From an optimization exercise on the open Yosys and OpenROAD flow, aimed at small area; shortcuts taken in it are not production practice.
RTL that was checked went through simulation tests only; none was proved equivalent to the original.
No activity file was given, so power comes from the tool's default toggle rates.

## quad_spi_top
module quad_spi_top (
  hclk_i, hresetn_i, hsel_i, haddr_i, htrans_i, hwrite_i, hsize_i, hburst_i,
  hwdata_i, hrdata_o, hready_o, hresp_o,
  tx_fifo_space, rx_fifo_fill,
  qspi_clk_o, qspi_d_i, qspi_d_o, qspi_d_oe, qspi_cs_n_o
);
clock: 10.0 ns
lec_check: 0
cap_margin: 20
core_margin: 2
core_utilization: 60
cts_buf_list: sky130_fd_sc_hd__clkbuf_16
cts_cluster_diameter: 100
cts_cluster_size: 30
slew_margin: 20
run.sh (not shown) runs the stock make flow with config.mk's settings and CLKGATE_MAP_FILE= SYNTH_SCRIPT=/design/flow/synth_recipe.tcl, a recipe that flattens the netlist after the stock synthesis.
Change:
==> flow/flow/run.sh (new file) <==
#!/bin/bash
# The standard layout (the standard.sh: standard synthesis, floorplan,
# placement, CTS, routing), with the smallest buffer as the port buffer cell.
# Every input and output port still gets its own buffer.
set -euo pipefail
export BUFFER_PORTS_ARGS="-buffer_cell sky130_fd_sc_hd__buf_1"
bash standard.sh > standard.log 2>&1
==> flow/standard.sh (new file) <==
#!/bin/bash
# synth_recipe.tcl (not shown) runs the flow's synth.tcl, then flattens the netlist and writes it again
# the make line also repeats each setting of config.mk as NAME=value (left out here)
make -C /OpenROAD-flow-scripts/flow DESIGN_CONFIG=/design/flow/config.mk WORK_HOME=/design/flow/orfs CLKGATE_MAP_FILE= SYNTH_SCRIPT=/design/flow/synth_recipe.tcl "${@:-finish}"
removed: flow/run.sh
- fmax goes up by 9.5%
- design area fell by 2.4%
- setup slack improved by 0.53 ns
- sequential power barely changes
- sequential cell count stays the same
- routed wire length increases by 0.54%
- core utilization drops by 1.6 points
- worst hold slack improved by 0.0057 ns
Change:
==> flow/run.sh (new file) <==
#!/bin/bash
# synth_recipe.tcl (not shown) runs the flow's synth.tcl, then flattens the netlist and writes it again
# the make line also repeats each setting of config.mk as NAME=value (left out here)
make -C /OpenROAD-flow-scripts/flow DESIGN_CONFIG=/design/flow/config.mk WORK_HOME=/design/flow/orfs CLKGATE_MAP_FILE= SYNTH_SCRIPT=/design/flow/synth_recipe.tcl finish
- CORE_UTILIZATION: 60 -> 75
- CTS_CLUSTER_SIZE: 30 -> 24
removed: flow/flow/run.sh
removed: flow/standard.sh
Effect: The changed run completed without violations. Worst hold slack gets worse by 0.0089 ns. Worst setup slack gets worse by 0.55 ns. Wire length climbs slightly. Sequential power is about the same. Synthesized area is unchanged.
No functional check of the RTL was part of any run of this note.


P:
quad_spi_top, a different RTL version from the one above (not shown whole).
Size in the first run: roughly 600 flip-flops, about 130 I/O pins.
export LEC_CHECK = 0
export CAP_MARGIN = 20
export CORE_MARGIN = 2
export CORE_UTILIZATION = 60
export CTS_BUF_LIST = sky130_fd_sc_hd__clkbuf_16
export CTS_CLUSTER_DIAMETER = 100
export CTS_CLUSTER_SIZE = 28
export SLEW_MARGIN = 20
create_clock -name core_clock -period 10.0 [get_ports {hclk_i}]
Stock flow here: none of the scripts above is used.
Setup changes, P to Q
==> flow/flow/run.sh (new file) <==
#!/bin/bash
# The standard layout (the standard.sh: standard synthesis, floorplan,
# placement, CTS, routing), with the smallest buffer as the port buffer cell.
# Every input and output port still gets its own buffer.
set -euo pipefail
export BUFFER_PORTS_ARGS="-buffer_cell sky130_fd_sc_hd__buf_1"
bash standard.sh > standard.log 2>&1
==> flow/standard.sh (new file) <==
#!/bin/bash
# synth_recipe.tcl (not shown) runs the flow's synth.tcl, then flattens the netlist and writes it again
# the make line also repeats each setting of config.mk as NAME=value (left out here)
make -C /OpenROAD-flow-scripts/flow DESIGN_CONFIG=/design/flow/config.mk WORK_HOME=/design/flow/orfs CLKGATE_MAP_FILE= SYNTH_SCRIPT=/design/flow/synth_recipe.tcl "${@:-finish}"
removed: flow/run.sh
### Flow results
Every run in the comparison, Q and P, completed the flow with a clean layout. Comparing final worst-path setup slack for Q and P, the bigger number came from Q. On final cell count without fillers, Q and P are neck and neck. Combinational group share of total power was higher in P than in Q.
## Diff of input files: R against Q
# Q
export LEC_CHECK = 0
export CAP_MARGIN = 20
export CORE_MARGIN = 2
export CORE_UTILIZATION = 60
export CTS_BUF_LIST = sky130_fd_sc_hd__clkbuf_16
export CTS_CLUSTER_DIAMETER = 100
export CTS_CLUSTER_SIZE = 28
export SLEW_MARGIN = 20
create_clock -name core_clock -period 10.0 [get_ports {hclk_i}]
# R
export LEC_CHECK = 0
export CAP_MARGIN = 0
export CORE_MARGIN = 2
export CORE_UTILIZATION = 60
export CTS_BUF_LIST = sky130_fd_sc_hd__clkbuf_16
export CTS_CLUSTER_DIAMETER = 100
export CTS_CLUSTER_SIZE = 28
export SLEW_MARGIN = 0
create_clock -name core_clock -period 10.0 [get_ports {hclk_i}]
==> comparison <==
As far as number of global-route vias before repair goes, R and Q are indistinguishable; the numbers are identical. R against Q: footprint of the multi-input gates ~0 delta; design area did not really move. There was hardly any difference in number of antenna violations at the first check in global routing between R and Q. Switching power share of the total: Q vs R — no meaningful difference. Overall power after layout came out exactly the same in Q and R. R against Q: setup slack did not really move; routed wire length did not really move. From Q to R, number of remaining DRC errors did not move at all. On critical path data required time, Q and R are basically level.


quad_spi_top, a different RTL version from the one above (not shown whole).
Size in the first run: about 2,100 cells after synthesis, roughly 130 I/O pins.
export LEC_CHECK = 0
export CAP_MARGIN = 20
export CORE_MARGIN = 2
export CORE_UTILIZATION = 60
export CTS_BUF_LIST = sky130_fd_sc_hd__clkbuf_8 sky130_fd_sc_hd__clkbuf_16
export CTS_CLUSTER_DIAMETER = 80
export CTS_CLUSTER_SIZE = 20
export SLEW_MARGIN = 20
create_clock -name core_clock -period 10.0 [get_ports {hclk_i}]
standard.sh (not shown) runs the stock make flow with config.mk's settings and CLKGATE_MAP_FILE= SYNTH_SCRIPT=/design/flow/synth_recipe.tcl, a recipe that flattens the netlist after the stock synthesis.
==> flow/flow/run.sh <==
#!/bin/bash
# The standard layout (the standard.sh: standard synthesis, floorplan,
# placement, CTS, routing), with the smallest buffer as the port buffer cell.
# Every input and output port still gets its own buffer.
set -euo pipefail
export BUFFER_PORTS_ARGS="-buffer_cell sky130_fd_sc_hd__buf_1"
bash standard.sh > standard.log 2>&1
The starting point passed the timing, DRC and antenna checks.
Rerun with:
- CAP_MARGIN: 20 -> 0
- CTS_BUF_LIST: sky130_fd_sc_hd__clkbuf_8 sky130_fd_sc_hd__clkbuf_16 -> sky130_fd_sc_hd__clkbuf_16
- CTS_CLUSTER_DIAMETER: 80 -> 100
- CTS_CLUSTER_SIZE: 20 -> 28
- SLEW_MARGIN: 20 -> 0
Outcome:
- The new run finished with timing, DRC and antenna clean
- first-iteration DRC count is lower by about 5%
- register-to-register slack gets better by 0.04 ns
- maximum frequency stays flat
- hold slack hardly moves
- worst setup slack gets worse by 0.0035 ns
- clock power is lower by about 20%
- global-route usage is lower by 0.37 points
- final area is lower by about 1.3%
- clock-buffer cell count is lower by 14
- wire length is lower by 0.89%
- cell count is lower by 0.71%


quad_spi_top, a different RTL version from the one above (not shown whole).
Size: ~130 I/O pins, roughly 0.027 mm^2 of cells after synthesis.
Settings: LEC_CHECK=0, CAP_MARGIN=20, CORE_MARGIN=2, CORE_UTILIZATION=60, CTS_BUF_LIST=sky130_fd_sc_hd__clkbuf_16, CTS_CLUSTER_DIAMETER=100, CTS_CLUSTER_SIZE=28, SLEW_MARGIN=20; clock period 10.0 ns.
run.sh (not shown) runs the stock make flow with config.mk's settings and CLKGATE_MAP_FILE= SYNTH_SCRIPT=/design/flow/synth_recipe.tcl, a recipe that flattens the netlist after the stock synthesis.
Stock flow here: none of the scripts above is used.
The first run finished clean.
==> next run, changes <==
==> flow/flow/run.sh (new file) <==
#!/bin/bash
# The standard layout (the standard.sh: standard synthesis, floorplan,
# placement, CTS, routing), with the smallest buffer as the port buffer cell.
# Every input and output port still gets its own buffer.
set -euo pipefail
export BUFFER_PORTS_ARGS="-buffer_cell sky130_fd_sc_hd__buf_1"
bash standard.sh > standard.log 2>&1
==> flow/standard.sh (new file) <==
#!/bin/bash
# synth_recipe.tcl (not shown) runs the flow's synth.tcl, then flattens the netlist and writes it again
# the make line also repeats each setting of config.mk as NAME=value (left out here)
make -C /OpenROAD-flow-scripts/flow DESIGN_CONFIG=/design/flow/config.mk WORK_HOME=/design/flow/orfs CLKGATE_MAP_FILE= SYNTH_SCRIPT=/design/flow/synth_recipe.tcl "${@:-finish}"
removed: flow/run.sh
What happened:
- non-clock buffer count rises by 4
- combinational power barely changes
- final cell count is about the same
- via count is about the same
- count of clock-buffer cells in the layout is unchanged
- design area is lower by a few percent
- sequential share of layout area goes up by 1.4 points

==> static timing again, ports no longer ideal <==
The results above use ideal ports. As a check the final layouts listed here were re-extracted and re-timed, cells and wires unchanged.
Step 1, drivers: a clkbuf_16 drives hclk_i and a buf_2 each remaining input, both assumed.
Step 2 adds t to the input delays and takes it off the output delays; t is the mean of the earliest and latest rising clock arrival at the registers after step 1. Input paths then give back, and output paths get back, about the clock's delay inside the block.
Slacks: ideal / step 1 / step 2; pairs: ideal / step 1.
run | t, ns | setup slack, ns | hold WS [ns] | worst register clock-pin slew, ns | pins driven straight from the clock port
the first run of note 1 | 0.637 | 3.913 / 3.891 / 3.891 | 0.466 / 0.466 / 0.466 | 0.12 / 0.12 | 1
the second run of note 1 | 0.633 | 4.441 / 4.381 / 4.622 | 0.472 / 0.472 / 0.472 | 0.12 / 0.12 | 1
the third run of note 1 | 0.659 | 3.892 / 3.871 / 3.871 | 0.463 / 0.463 / 0.463 | 0.11 / 0.11 | 1
P | 0.645 | 3.551 / 3.524 / 3.524 | 0.461 / 0.461 / 0.461 | 0.12 / 0.12 | 1
Q | 0.643 | 4.294 / 4.274 / 4.274 | 0.465 / 0.465 / 0.465 | 0.11 / 0.11 | 1
R | 0.643 | 4.294 / 4.274 / 4.274 | 0.465 / 0.465 / 0.465 | 0.11 / 0.11 | 1
the first run of note 3 | 0.627 | 4.234 / 4.214 / 4.214 | 0.461 / 0.461 / 0.461 | 0.09 / 0.09 | 1
the second run of note 3 | 0.655 | 4.231 / 4.210 / 4.210 | 0.464 / 0.464 / 0.464 | 0.11 / 0.11 | 1
the first run of note 4 | 0.648 | 3.714 / 3.691 / 3.691 | 0.464 / 0.464 / 0.464 | 0.11 / 0.11 | 1
the second run of note 4 | 0.651 | 4.295 / 4.275 / 4.275 | 0.470 / 0.470 / 0.470 | 0.12 / 0.12 | 1
After both steps setup and hold are still met in every run listed. For P, which loses most, drivers alone change the setup slack by -0.027 ns; drivers and shift together by -0.027 ns.
